Source: an optimization exercise on an open RTL-to-GDS flow (aim: small area, a short achievable clock period and few clock cycles per item). Production flows keep margins and buffers that such runs may drop. At most, simulation tests tie the RTL to the original design; equivalence was not proved.

==> flow/design.v (excerpt) <==
module angle_frame(
	input clk,
	input rst,
	input start,
	input [11:0] x,
	input [11:0] y,
	output [55:0] frame,
	output frame_valid
    );
Settings: LEC_CHECK=0, CAP_MARGIN=20, CORE_MARGIN=2, CORE_UTILIZATION=40, CTS_BUF_LIST=sky130_fd_sc_hd__clkbuf_16, CTS_CLUSTER_DIAMETER=80, CTS_CLUSTER_SIZE=24, PLACE_DENSITY=0.75, SETUP_SLACK_MARGIN=4.7, SLEW_MARGIN=20, SYNTH_MEMORY_MAX_BITS=65536; clock period 8.0 ns.
standard.sh (not shown) runs the stock make flow with config.mk's settings and CLKGATE_MAP_FILE= SYNTH_SCRIPT=/design/flow/synth_recipe.tcl, a recipe that flattens the netlist after the stock synthesis.
==> flow/flow/run.sh <==
#!/bin/bash
# Layout flow: the standard synthesis, then the combinational logic
# (everything but the flip-flops, which keep their names and cells) is
# re-mapped by ABC with an area-recovering script; then the standard
# layout from the netlist, with sky130_fd_sc_hd__buf_2 port buffers.
# Every tool's output goes to a log file in this folder.
set -euo pipefail
bash standard.sh synth > flow_synth.log 2>&1
R=orfs/results/sky130hd/angle_frame/base
cp $R/1_2_yosys.v $R/1_2_yosys_standard.v
LIB=$FLOW_HOME/platforms/sky130hd/lib/sky130_fd_sc_hd__tt_025C_1v80.lib
sed -e "s#@IN@#$R/1_2_yosys_standard.v#" -e "s#@OUT@#$R/1_2_yosys.v#" \
    -e "s#@LIB@#$LIB#g" -e "s#@ABC@#flow/resynth.abc#" flow/resynth.ys > resynth.ys
yosys -l yosys_resynth.log -q resynth.ys > /dev/null 2>&1
bash standard.sh BUFFER_PORTS_ARGS="-buffer_cell sky130_fd_sc_hd__buf_2" finish > flow_finish.log 2>&1
==> flow/flow/resynth.abc <==
strash
dch
map -B 0.2
topo
stime -c
upsize -c
dnsize -c
Other scripts of this flow, unchanged in this note and not shown: flow/flow/resynth.ys
Testbench counts at the start, summed over its fixed seeds: cycles 159,356, frames 8,000.
Next try:
Settings changed: PLACE_DENSITY 0.75 to unset, SETUP_SLACK_MARGIN 4.7 to 4.5.
Result:
- global-route usage stays flat
- die area does not change
- cell area drops by 1.4%
Next try:
==> flow/flow/resynth.abc (replaced) <==
strash
dch
map -a
topo
stime -c
upsize -c
dnsize -c
Settings changed: SETUP_SLACK_MARGIN 4.5 to 4.7.
Result: Die area decreases by 9.8%. Global-route usage grows by 3.3 points. Routed wire length increases by 8.6%. Non-clock buffer count came out higher by 375. Setup slack degrades by 1400 ps. Critical path depth is higher by 18. Core utilization climbs by 16 points.
Next try:
==> flow/flow/resynth.abc (replaced) <==
strash
dch
map -B 0.2
topo
stime -c
upsize -c
dnsize -c
Settings changed: CTS_BUF_LIST sky130_fd_sc_hd__clkbuf_16 to sky130_fd_sc_hd__clkbuf_8, CTS_CLUSTER_DIAMETER 80 to 60, CTS_CLUSTER_SIZE 24 to 12, SETUP_SLACK_MARGIN 4.7 to 4.0.
After rerunning:
- The changed run finished clean
- worst setup slack is better by 880 ps
- synthesized cell count is higher by about a fifth
- clock-buffer cell count is higher by 10
- via count is higher slightly
- fmax is higher by a quarter to a third
- wire length is lower by roughly a tenth
- cell count is higher slightly
- non-clock buffer count is lower by 385
- global-route usage is lower by 3.2 points
- synthesized area is higher by roughly a tenth

---

Another version of the RTL of angle_frame (not shown whole).
For scale: about 2400 cells after synthesis, ~15000 um^2 of cells after synthesis.
// angle_frame
module angle_frame(
	input clk,
	input rst,
	input start,
	input [11:0] x,
	input [11:0] y,
	output [55:0] frame,
	output frame_valid
    );
clock: 8.0 ns
lec_check: 0
cap_margin: 20
core_margin: 2
core_utilization: 30
cts_buf_list: sky130_fd_sc_hd__clkbuf_16
cts_cluster_diameter: 80
cts_cluster_size: 24
setup_slack_margin: 4.5
slew_margin: 20
synth_memory_max_bits: 65536
==> flow/flow/resynth.abc <==
strash
dch
map -B 0.4
topo
stime -c
upsize -c
dnsize -c
==> flow/flow/resynth.ys <==
read_liberty -overwrite -ignore_miss_func @LIB@
read_verilog -overwrite @IN@
hierarchy -top angle_frame
setattr -mod -set keep_hierarchy 1 sky130_fd_sc_hd__df*
flatten
opt_clean
abc -script @ABC@ -liberty @LIB@ -dont_use sky130_fd_sc_hd__lpflow_bleeder_1 -dont_use sky130_fd_sc_hd__lpflow_clkbufkapwr_1 -dont_use sky130_fd_sc_hd__lpflow_clkbufkapwr_16 -dont_use sky130_fd_sc_hd__lpflow_clkbufkapwr_2 -dont_use sky130_fd_sc_hd__lpflow_clkbufkapwr_4 -dont_use sky130_fd_sc_hd__lpflow_clkbufkapwr_8 -dont_use sky130_fd_sc_hd__lpflow_clkinvkapwr_1 -dont_use sky130_fd_sc_hd__lpflow_clkinvkapwr_16 -dont_use sky130_fd_sc_hd__lpflow_clkinvkapwr_2 -dont_use sky130_fd_sc_hd__lpflow_clkinvkapwr_4 -dont_use sky130_fd_sc_hd__lpflow_clkinvkapwr_8 -dont_use sky130_fd_sc_hd__lpflow_decapkapwr_12 -dont_use sky130_fd_sc_hd__lpflow_decapkapwr_3 -dont_use sky130_fd_sc_hd__lpflow_decapkapwr_4 -dont_use sky130_fd_sc_hd__lpflow_decapkapwr_6 -dont_use sky130_fd_sc_hd__lpflow_decapkapwr_8 -dont_use sky130_fd_sc_hd__lpflow_inputiso0n_1 -dont_use sky130_fd_sc_hd__lpflow_inputiso0p_1 -dont_use sky130_fd_sc_hd__lpflow_inputiso1n_1 -dont_use sky130_fd_sc_hd__lpflow_inputiso1p_1 -dont_use sky130_fd_sc_hd__lpflow_inputisolatch_1 -dont_use sky130_fd_sc_hd__lpflow_isobufsrc_1 -dont_use sky130_fd_sc_hd__lpflow_isobufsrc_16 -dont_use sky130_fd_sc_hd__lpflow_isobufsrc_2 -dont_use sky130_fd_sc_hd__lpflow_isobufsrc_4 -dont_use sky130_fd_sc_hd__lpflow_isobufsrc_8 -dont_use sky130_fd_sc_hd__lpflow_isobufsrckapwr_16 -dont_use sky130_fd_sc_hd__lpflow_lsbuf_lh_hl_isowell_tap_1 -dont_use sky130_fd_sc_hd__lpflow_lsbuf_lh_hl_isowell_tap_2 -dont_use sky130_fd_sc_hd__lpflow_lsbuf_lh_hl_isowell_tap_4 -dont_use sky130_fd_sc_hd__lpflow_lsbuf_lh_isowell_4 -dont_use sky130_fd_sc_hd__lpflow_lsbuf_lh_isowell_tap_1 -dont_use sky130_fd_sc_hd__lpflow_lsbuf_lh_isowell_tap_2 -dont_use sky130_fd_sc_hd__lpflow_lsbuf_lh_isowell_tap_4 -dont_use sky130_fd_sc_hd__probe_p_8 -dont_use sky130_fd_sc_hd__probec_p_8 
opt_clean -purge
hilomap -singleton -hicell sky130_fd_sc_hd__conb_1 HI -locell sky130_fd_sc_hd__conb_1 LO
setundef -zero
splitnets
opt_clean -purge
stat -liberty @LIB@
delete =sky130_fd_sc_hd__*
write_verilog -noattr -noexpr -nohex -nodec @OUT@
Scripts as last shown in full above: flow/flow/run.sh
==> next run, changes <==
Settings changed: SETUP_SLACK_MARGIN 4.5 to 4.6.
Effect: The changed run completed with no timing, DRC or antenna violations. Routed wire length is higher by 0.96%. Via count goes up by 0.70%. Synthesized cell count does not change.
Function was not checked in any run of this note: the RTL went through the layout flow alone.

static timing again, ports no longer ideal:
Ports are ideal in the flow. The routed layouts listed here were re-timed in OpenROAD. Step 1: set_driving_cell puts a clkbuf_16 on clk and a buf_2 on each other input, an assumption about the parent block. Step 2 adds t to the input delays and takes it off the output delays; t is the mean of the earliest and latest rising clock arrival at the registers after step 1. Input paths then give back, and output paths get back, about the clock's delay inside the block. Slacks: ideal / step 1 / step 2; pairs: ideal / step 1.
| run | shift t [ns] | setup WS [ns] | latest minus earliest clock arrival (ns) | worst register clock-pin slew, ns | worst slew at a driven data input, ns |
|---|---|---|---|---|---|
| the first run of note 1 | 0.565 | 4.727 / 4.739 / 4.174 | 0.042 / 0.042 | 0.10 / 0.10 | 0.06 |
| the second run of note 1 | 0.589 | 4.653 / 4.653 / 4.123 | 0.043 / 0.043 | 0.10 / 0.10 | 0.03 |
| the third run of note 1 | 0.566 | 3.287 / 3.287 / 3.287 | 0.031 / 0.031 | 0.10 / 0.10 | 0.04 |
| the fourth run of note 1 | 0.663 | 4.171 / 4.171 / 3.984 | 0.022 / 0.023 | 0.09 / 0.09 | 0.03 |
| the first run of note 2 | 0.540 | 4.605 / 4.572 / 4.182 | 0.014 / 0.013 | 0.08 / 0.08 | 0.04 |
| the second run of note 2 | 0.539 | 4.743 / 4.682 / 4.239 | 0.014 / 0.014 | 0.08 / 0.08 | 0.05 |
After both steps setup and hold are still met in every run listed. For the first run of note 1, which loses most, drivers alone change the setup slack by +0.012 ns; drivers and shift together by -0.553 ns.
